This is an optimization exercise on Yosys and OpenROAD, whose aim is small area, a short achievable clock period and few clock cycles per item, not a production implementation.
Function was checked by simulation only, so behaviour that the tests miss may differ from the original.
No activity file was given, so power comes from the tool's default toggle rates.

### flow/config.mk
export PLATFORM = sky130hd
export DESIGN_NAME = Rsa256Wrapper
export DESIGN_NICKNAME = Rsa256Wrapper
export VERILOG_FILES = /design/flow/design.v
export SDC_FILE = /design/flow/constraint.sdc
export NUM_CORES = 8
export LEC_CHECK = 0
export CAP_MARGIN = 20
export CORE_MARGIN = 2
export CORE_UTILIZATION = 40
export SETUP_SLACK_MARGIN = 1.0
export SLEW_MARGIN = 20
### flow/design.v
module Rsa256Core #(
	parameter R  = 4,
	parameter WB = 257,           
	parameter WS = 258            
)(
	input  [WS-1:0] i_sc,
	input  [WS-1:0] i_ss,
	input           i_cin,
	input  [R-1:0]  i_a,
	input  [WB-1:0] i_b,
	input  [255:0]  i_n,
	output [WS-1:0] o_sc,
	output [WS-1:0] o_ss,
	output          o_cin
);
localparam W = WS + R;        
function automatic [R-1:0] ninv(input [R-1:0] n);
	reg [R-1:0] x;
	integer i;
	begin
		x = 1;
		for (i = 0; i < 6; i = i + 1) x = x * (2 - n * x);
		ninv = -x;
	end
endfunction
wire [R-1:0] np = ninv(i_n[R-1:0]);
wire [R-1:0] ab_lo = i_a * i_b[R-1:0];
wire [R-1:0] t_lo = i_sc[R-1:0] + i_ss[R-1:0] + {{(R-1){1'b0}}, i_cin} + ab_lo;
wire [R-1:0] q    = t_lo * np;
wire [(R+2)*W-1:0] rows1;
assign rows1[0 +: W] = {{R{1'b0}}, i_sc};
assign rows1[W +: W] = {{R{1'b0}}, i_ss};
genvar j;
generate for (j = 0; j < R; j = j + 1) begin : g_pp
	assign rows1[(j+2)*W +: W] = i_a[j] ? ({{(W-WB){1'b0}}, i_b} << j) : {W{1'b0}};
end endgenerate
wire [W-1:0] u1, v1;
CsaTree #(.W(W), .N(R+2), .CIN(1)) tree1 (.rows(rows1), .cin(i_cin), .o_s(u1), .o_c(v1));
wire [(R+2)*W-1:0] rows2;
assign rows2[0 +: W] = u1;
assign rows2[W +: W] = v1;
generate for (j = 0; j < R; j = j + 1) begin : g_qn
	assign rows2[(j+2)*W +: W] = q[j] ? ({{(W-256){1'b0}}, i_n} << j) : {W{1'b0}};
end endgenerate
wire [W-1:0] u, v;
CsaTree #(.W(W), .N(R+2), .CIN(0)) tree2 (.rows(rows2), .cin(1'b0), .o_s(u), .o_c(v));
assign o_sc  = u[W-1:R];
assign o_ss  = v[W-1:R];
assign o_cin = |(u[R-1:0] | v[R-1:0]);
endmodule
module CsaTree #(
	parameter W   = 8,
	parameter N   = 3,
	parameter CIN = 0
)(
	input  [N*W-1:0] rows,
	input            cin,
	output [W-1:0]   o_s,
	output [W-1:0]   o_c
);
function automatic integer nrows(input integer n, input integer l);
	integer k, i;
	begin
		k = n;
		for (i = 0; i < l; i = i + 1) k = (k / 3) * 2 + (k % 3);
		nrows = k;
	end
endfunction
function automatic integer nlevels(input integer n);
	integer k, l, i;
	begin
		k = n;
		l = 0;
		for (i = 0; i < 32; i = i + 1) if (k > 2) begin k = (k / 3) * 2 + (k % 3); l = l + 1; end
		nlevels = l;
	end
endfunction
localparam L = nlevels(N);
wire [(L+1)*N*W-1:0] r;
genvar i, g;
generate
	assign r[0 +: N*W] = rows;
	for (i = 0; i < L; i = i + 1) begin : g_lvl
		localparam NI = nrows(N, i);
		localparam NG = NI / 3;
		for (g = 0; g < NG; g = g + 1) begin : g_grp
			wire [W-1:0] x = r[(i*N + 3*g)*W +: W];
			wire [W-1:0] y = r[(i*N + 3*g + 1)*W +: W];
			wire [W-1:0] z = r[(i*N + 3*g + 2)*W +: W];
			wire [W-1:0] c = (x & y) | (x & z) | (y & z);
			assign r[((i+1)*N + 2*g)*W +: W] = x ^ y ^ z;
			if (CIN && i == 0 && g == 0) begin : g_cin
				assign r[((i+1)*N + 2*g + 1)*W +: W] = {c[W-2:0], cin};
			end else begin : g_nocin
				assign r[((i+1)*N + 2*g + 1)*W +: W] = {c[W-2:0], 1'b0};
			end
		end
		for (g = 3 * NG; g < NI; g = g + 1) begin : g_pass
			assign r[((i+1)*N + 2*NG + g - 3*NG)*W +: W] = r[(i*N + g)*W +: W];
		end
		for (g = NI - NG; g < N; g = g + 1) begin : g_fill
			assign r[((i+1)*N + g)*W +: W] = {W{1'b0}};
		end
	end
endgenerate
assign o_s = r[(L*N)*W +: W];
assign o_c = r[(L*N + 1)*W +: W];
endmodule
module Rsa256Wrapper (
    input         avm_rst,
    input         avm_clk,
    output  [4:0] avm_address,
    output        avm_read,
    input  [31:0] avm_readdata,
    output        avm_write,
    output [31:0] avm_writedata,
    input         avm_waitrequest
);
localparam R = 4;                  
localparam M = (258 + R - 1) / R;  
localparam K = R * M;              
localparam RX_BASE     = 5'd0;
localparam TX_BASE     = 5'd4;
localparam STATUS_BASE = 5'd8;
localparam S_RXS  = 4'd0;    
localparam S_RXD  = 4'd1;    
localparam S_DBL  = 4'd2;    
localparam S_SCAN = 4'd3;    
localparam S_MONT = 4'd4;    
localparam S_CONV = 4'd5;    
localparam S_FINAL= 4'd6;    
localparam S_FIN  = 4'd7;    
localparam S_TXS  = 4'd8;    
localparam S_TXD  = 4'd9;    
localparam OP_SQR = 2'd0;
localparam OP_MUL = 2'd1;
localparam OP_FIN = 2'd2;
logic [3:0]   state;
logic         rd_r, wr_r;
logic [4:0]   addr_r;
logic [8:0]   cnt;
logic [8:0]   bitcnt;
logic         keyed, started, mulflag;
logic [1:0]   op;
logic [255:0] N, D, Cm;
logic [256:0] X, A;
logic [257:0] Sc, Ss;
logic         cin;
assign avm_address   = addr_r;
assign avm_read      = rd_r;
assign avm_write     = wr_r;
assign avm_writedata = {24'd0, X[247:240]};
wire done = !avm_waitrequest;
wire [256:0] B = (op == OP_MUL) ? {1'b0, Cm} :
                 (op == OP_SQR) ? X : 257'd1;
wire [257:0] t_sc, t_ss;
wire         t_cin;
Rsa256Core #(.R(R), .WB(257), .WS(258)) step (
    .i_sc(Sc), .i_ss(Ss), .i_cin(cin), .i_a(A[R-1:0]), .i_b(B), .i_n(N),
    .o_sc(t_sc), .o_ss(t_ss), .o_cin(t_cin)
);
wire         conv = (state == S_CONV);
wire         dbl  = (state == S_DBL);
wire [258:0] opP  = conv ? {1'b0, Sc} : dbl ? {2'b0, X[255:0], 1'b0} : {2'b0, X};
wire [258:0] opQ  = conv ? {1'b0, Ss} : ~{3'b0, N};
wire [258:0] sum  = opP + opQ + {258'd0, conv ? cin : 1'b1};
wire         ge   = ~sum[258];    
wire         shift_in = (state == S_RXD || state == S_TXD) && done;
logic [256:0] X_next;
always_comb begin
    X_next = X;
    case (state)
        S_RXD, S_TXD: if (done) X_next = {1'b0, X[247:0], avm_readdata[7:0]};
        S_DBL:   X_next = ge ? sum[256:0] : {X[255:0], 1'b0};
        S_CONV:  X_next = sum[256:0];
        S_FIN:   if (ge) X_next = sum[256:0];
        default: ;
    endcase
end
always_ff @(posedge avm_clk) begin
    X <= X_next;
    A <= (state == S_MONT) ? (A >> R) : X_next;
    if (state == S_MONT) begin
        Sc  <= t_sc;
        Ss  <= t_ss;
        cin <= t_cin;
    end else begin
        Sc  <= 258'd0;
        Ss  <= 258'd0;
        cin <= (state == S_FINAL) && !started;
    end
    if (state == S_RXD && done && !keyed) begin
        D <= {D[247:0], X[255:248]};
        N <= {N[247:0], D[255:248]};
    end else if (state == S_SCAN && bitcnt != 9'd256) begin
        D <= {D[254:0], D[255]};
    end
    if (state == S_SCAN && !started)
        Cm <= X[255:0];
end
always_ff @(posedge avm_clk or posedge avm_rst) begin
    if (avm_rst) begin
        state   <= S_RXS;
        rd_r    <= 1'b1;
        wr_r    <= 1'b0;
        addr_r  <= STATUS_BASE;
        cnt     <= 9'd0;
        bitcnt  <= 9'd0;
        keyed   <= 1'b0;
        started <= 1'b0;
        mulflag <= 1'b0;
        op      <= OP_SQR;
    end else begin
        case (state)
            S_RXS: if (done && avm_readdata[7]) begin
                addr_r <= RX_BASE;
                state  <= S_RXD;
            end
            S_RXD: if (done) begin
                cnt <= cnt + 9'd1;
                if (cnt == (keyed ? 9'd31 : 9'd95)) begin
                    rd_r  <= 1'b0;
                    keyed <= 1'b1;
                    cnt   <= 9'd0;
                    state <= S_DBL;
                end else begin
                    addr_r <= STATUS_BASE;
                    state  <= S_RXS;
                end
            end
            S_DBL: begin
                cnt <= cnt + 9'd1;
                if (cnt == K - 1) begin
                    cnt     <= 9'd0;
                    bitcnt  <= 9'd0;
                    started <= 1'b0;
                    state   <= S_SCAN;
                end
            end
            S_SCAN: begin
                if (bitcnt == 9'd256) begin
                    state <= S_FINAL;
                end else begin
                    bitcnt <= bitcnt + 9'd1;
                    if (!started) begin
                        started <= D[255];
                    end else begin
                        mulflag <= D[255];
                        op      <= OP_SQR;
                        cnt     <= 9'd0;
                        state   <= S_MONT;
                    end
                end
            end
            S_MONT: begin
                cnt <= cnt + 9'd1;
                if (cnt == M - 1) begin
                    cnt   <= 9'd0;
                    state <= S_CONV;
                end
            end
            S_CONV: begin
                if (op == OP_SQR && mulflag) begin
                    op    <= OP_MUL;
                    state <= S_MONT;
                end else if (op == OP_FIN) begin
                    state <= S_FIN;
                end else begin
                    state <= S_SCAN;
                end
            end
            S_FINAL: begin
                op <= OP_FIN;
                state <= started ? S_MONT : S_CONV;
            end
            S_FIN: begin
                rd_r   <= 1'b1;
                addr_r <= STATUS_BASE;
                cnt    <= 9'd0;
                state  <= S_TXS;
            end
            S_TXS: if (done && avm_readdata[6]) begin
                rd_r   <= 1'b0;
                wr_r   <= 1'b1;
                addr_r <= TX_BASE;
                state  <= S_TXD;
            end
            S_TXD: if (done) begin
                wr_r   <= 1'b0;
                rd_r   <= 1'b1;
                addr_r <= STATUS_BASE;
                cnt    <= cnt + 9'd1;
                if (cnt == 9'd30) begin
                    cnt   <= 9'd0;
                    state <= S_RXS;
                end else begin
                    state <= S_TXS;
                end
            end
            default: state <= S_RXS;
        endcase
    end
end
endmodule
### flow/run.sh
#!/bin/bash
# synth_recipe.tcl (not shown) runs the flow's synth.tcl, then flattens the netlist and writes it again
# the make line also repeats each setting of config.mk as NAME=value (left out here)
make -C /OpenROAD-flow-scripts/flow DESIGN_CONFIG=/design/flow/config.mk WORK_HOME=/design/flow/orfs CLKGATE_MAP_FILE= SYNTH_SCRIPT=/design/flow/synth_recipe.tcl finish
### flow/constraint.sdc
create_clock -name core_clock -period 22.0 [get_ports {avm_clk}]
set_input_delay 4.4000 -clock core_clock [delete_from_list [all_inputs] [get_ports {avm_clk}]]
set_output_delay 4.4000 -clock core_clock [all_outputs]
set_load 0.01 [all_outputs]
==> flow_summary.toml <==
[cts]
insertion_delay_ps = 990
cts-htree-levels = 4
max-clock-path-buffers = 4
post_cts_hold_buffer_count = 0
cts_tree = "done"
ctsResizeCount = 0
postCtsSetupRepairBufs = 0
cts_sinks = 1830
clock_tree.root_cell = "sky130_fd_sc_hd__clkbuf_16"
cts.reportedPaths.clkPinSlew_ps = 70
cts_bufs_inserted = 220

[floorplanning]
placeableCoreArea_sq_um = 395000
start_util_pct = 40.1
design.die.area_sq_um = 402000
core.rowCount = 231
io_pins = 74
die_w_microns = 634
die-height_microns = 634

[hold_path]
timing.hold.worst_endpoint = "A[246]"
whs_path_depth = 2
hold_start = "A[250]"
worst_hold_path_type = "register to register"

[sta]
period_needed_ps = 10940
max_freq_mhz = 91.4
rsz_0062_raised_after_global_routing = "no"
final_setup_violation_count = 0
timing.setup.tns_ps = 0
post-route-period-util_pct = 49.7
hold-worst-slack_ps = 431
maxSlewViolCount = 0
slew_headroom_pct = 13.9
timing.final.hold_violations = 0
tightest_slew_ps = 1280
final_critical_path_setup_slack_ps = 11060
finalClockSkew_ps = 105

[run]
timing.max_cap.violations = 0

[layout]
final_core_util_pct = 43.1
layout_commonest_cell = "sky130_fd_sc_hd__nand2_1"
final_layout_size_suffix_gt1_share_pct = 4.98
final_cell_area_sq_um = 170000
finalNetCount = 19525
seqCellArea_sq_um = 44500
area_growth_pct = 7.39
mostFrequentLayoutCells = "sky130_fd_sc_hd__nand2_1 (3,467), sky130_fd_sc_hd__fa_1 (2,056), sky130_fd_sc_hd__inv_1 (1,925), sky130_fd_sc_hd__and2_1 (1,050), sky130_fd_sc_hd__dfxtp_1 (1,027)"
final-instance-count-excl-fill = 22573
total_area_of_multi_input_combinational_cells_sq_um = 103000
layout.filler_cells = 39034

[power_and_ir_drop]
power.switching_mw = 13.0
finalPower_mw = 25.7
p_sw_share_pct = 50.7
comb_power_share_pct = 65.4
pwr_density_cell_nw_per_um2 = 151
clockPowerShare_pct = 15.2
leakage_nw = 69.2
pwr-share-seq_pct = 19.4
power.internal_mw = 12.6
ir_drop_mv = 0.354

[routing]
drt.antenna.violating_nets = 0
drtIter0Drc = 12828
detail_route.first_pass.iterations = 9
route.vias.total = 127408
drt-total-wl_microns = 543000
remaining_drc_errors = 0
wl_per_cell_microns = 24.0
vias_per_cell = 5.64

[worst_setup_path]
slowest_delay_ps = 910
r2r_start = "state[0]"
timing.critical_path.to_type = "register"
crit_slowest_cell = "sky130_fd_sc_hd__buf_4"
r2r.worst_path.cells = 24
setup.reg_to_reg.worst_slack_ps = 11060
crit-reg2reg-capture = "A[216]"
cp.required_ps = 22790
timing.critical_path.from_type = "register"
timing.setup.critical_path_class = "register to register"
crit_path_frequent_cell = "sky130_fd_sc_hd__buf_4"
crit_buf_inv = 7
worstPathArrival_ps = 11730
path_max_fanout = 75
crit_chain = "inv_1 > nor2_1 > buf_4 > nand2_4 > buf_4 > buf_4 > a31oi_1 > ha_1 > nand2_1 > nor4_2 > nand4_1 > a211oi_1 > o21ai_0 > buf_4 > nand2b_1 > o221ai_2 > o211ai_1 > nand2_4 > buf_4 > nor2_4 > buf_4 > a221o_1 > a211o_1 > mux2_2"
critical_path.top_delay_family = "buffers and inverters"

[logic_synthesis]
postSynth.topFlopCell = "sky130_fd_sc_hd__dfxtp_1"
ys_seq_area_share_pct = 28.0
netlist_instances = 17810
synth_area_per_cell_sq_um = 8.91
synthesis.area_sq_um = 159000
number_of_enable_flip_flop_cells_after_synthesis = 768
warning_count_from_the_yosys_run = 2
netlist_top_cells_area = "sky130_fd_sc_hd__fa_1 (26%), sky130_fd_sc_hd__edfxtp_1 (15%), sky130_fd_sc_hd__dfxtp_1 (13%), sky130_fd_sc_hd__nand2_1 (8.2%), sky130_fd_sc_hd__inv_1 (4.6%)"
largest_area_contributor_in_the_synthesized_netlist = "sky130_fd_sc_hd__fa_1"
ys_types = 100
async_reset_ff_share_pct = 1.69
synth_seq_cells = 1830
synth_top_cell_area_share_pct = 25.9

[placed_design]
post-place-ws_ps = 11580
numPlacedInstances = 22146
post_detailed_placement_cell_area_sq_um = 163000
hpwl_after_detailed_placement_microns = 393000
buffer_ports.inserted = 22
place_congestion = 1.01

[grt]
grt_pass1_vias = 128841
number_of_antenna_violations_at_the_first_check_in_global_routing = 20
grt_pass1_wl_microns = 827000
gr-usage-all-layers_pct = 26.9
overflow = 0
grt_start_max_net_pins = 218

[outcome]
status = "no timing/DRC/antenna violations"
-- worst register-to-register path: cells and delay by family, from the launching register on --
| kind | cells | cell delay (ps) |
|---|---|---|
| buf+inv | 7 | 3570 |
| simple gates | 8 | 3220 |
| compound gates | 7 | 2460 |
| flops | 1 | 740 |
| fa+ha+maj | 1 | 540 |
| mux | 1 | 260 |
-- area by class of cell --
type,instances,area share (%)
inverters,1931,4.26
well taps,5242,3.85
repair buffers,202,1.05
diodes,8,0.0117
clock buffers,301,3.66
flip-flops and latches,1830,26.1
clock inverters,113,0.742
multi-input cells,12946,60.3
-- worst max path at each step --
stage | slack (ps) | endpoint | depth (start not counted) | startpoint
2_1_floorplan | 8770 | N[0] | 7 | avm_waitrequest
3_3_place_gp | 11540 | A[216] | 24 | state[0]
3_5_place_dp | 11580 | A[216] | 24 | state[0]
4_1_cts | 11490 | A[216] | 24 | state[0]
5_1_grt | 10880 | A[216] | 24 | state[0]
6_report | 11060 | A[216] | 24 | state[0]
-- cells by family (layout without fill, tap and decap cells) --
group           Yosys count  after routing  share of synthesized area [%]
compound gates         2996           2996                           11.6
xor+xnor                287            287                           1.58
fa+ha+maj              2359           2359                           28.3
buf+inv                3073           2547                           7.47
flops                  1830           1830                           28.0
mux                     525            525                           3.49
other cells               1             48                        0.00236
simple gates           6739           6739                           19.5
-- synth_stat cells, types with 78 or more instances --
master	count
sky130_fd_sc_hd__nor2_1	992
sky130_fd_sc_hd__dfxtp_1	1031
sky130_fd_sc_hd__fa_1	2056
sky130_fd_sc_hd__nand4_1	184
sky130_fd_sc_hd__buf_2	86
sky130_fd_sc_hd__mux2_2	217
sky130_fd_sc_hd__nor3_1	99
sky130_fd_sc_hd__xnor2_1	172
sky130_fd_sc_hd__edfxtp_1	768
sky130_fd_sc_hd__clkbuf_1	939
sky130_fd_sc_hd__o21ai_0	793
sky130_fd_sc_hd__a21oi_1	881
sky130_fd_sc_hd__nand2_1	3478
sky130_fd_sc_hd__nand3_1	102
sky130_fd_sc_hd__a21o_1	90
sky130_fd_sc_hd__and3_1	610
sky130_fd_sc_hd__mux2i_1	305
sky130_fd_sc_hd__ha_1	303
sky130_fd_sc_hd__and2_1	1052
sky130_fd_sc_hd__inv_1	1926
sky130_fd_sc_hd__a31oi_1	328
sky130_fd_sc_hd__a22oi_1	78
sky130_fd_sc_hd__o21bai_1	84
sky130_fd_sc_hd__xor2_1	115
-- sequential cells by signal (all words and copies together) (netlist names) --
name,flops
cin,1
bitcnt,9
mulflag,1
op,2
keyed,1
Sc,258
Cm,256
X,257
N,256
wr_r,1
cnt,9
Ss,258
A,257
rd_r,1
state,4
addr_r,2
started,1
D,256
-- power by group through the flow --
stage | sequential [mW] | clock [mW] | combinational (mW)
floorplan | 4.54 | 0 | 12.0
global placement | 5.01 | 0 | 16.3
detailed placement | 5.02 | 0 | 16.5
CTS | 4.95 | 3.96 | 16.7
global route | 5.03 | 4.08 | 19.2
finish | 4.97 | 3.91 | 16.8
-- routing by layer --
metal	vias to the layer above	global-route usage, %	share of wire [%]
li1	56764	-	-
met1	64249	37.2	43
met2	5277	41.7	44
met3	1100	4.37	8.0
met4	18	11.3	4.8
met5	-	0	0.020
Testbench counts, summed over its fixed seeds: cycles 626,740, items 24.

==> port drivers added, routing unchanged <==
The results above use ideal ports. As a check the final layout listed here was re-extracted and re-timed, cells and wires unchanged.
Step 1: set_driving_cell puts a clkbuf_16 on avm_clk and a buf_2 on each other input, an assumption about the parent block.
Step 2 adds t to the input delays and takes it off the output delays; t is the mean of the earliest and latest rising clock arrival at the registers after step 1. Input paths then give back, and output paths get back, about the clock's delay inside the block.
Slacks: ideal / step 1 / step 2; pairs: ideal / step 1.
t, ns: 1.046
setup WS [ns]: 11.057 / 11.057 / 11.057
latest minus earliest clock arrival (ns): 0.105 / 0.105
worst data-port slew with drivers (ns): 0.04
After both steps setup and hold are still met in this run. The setup slack of this run moves by 0.000 ns with the drivers and by 0.000 ns with both steps.
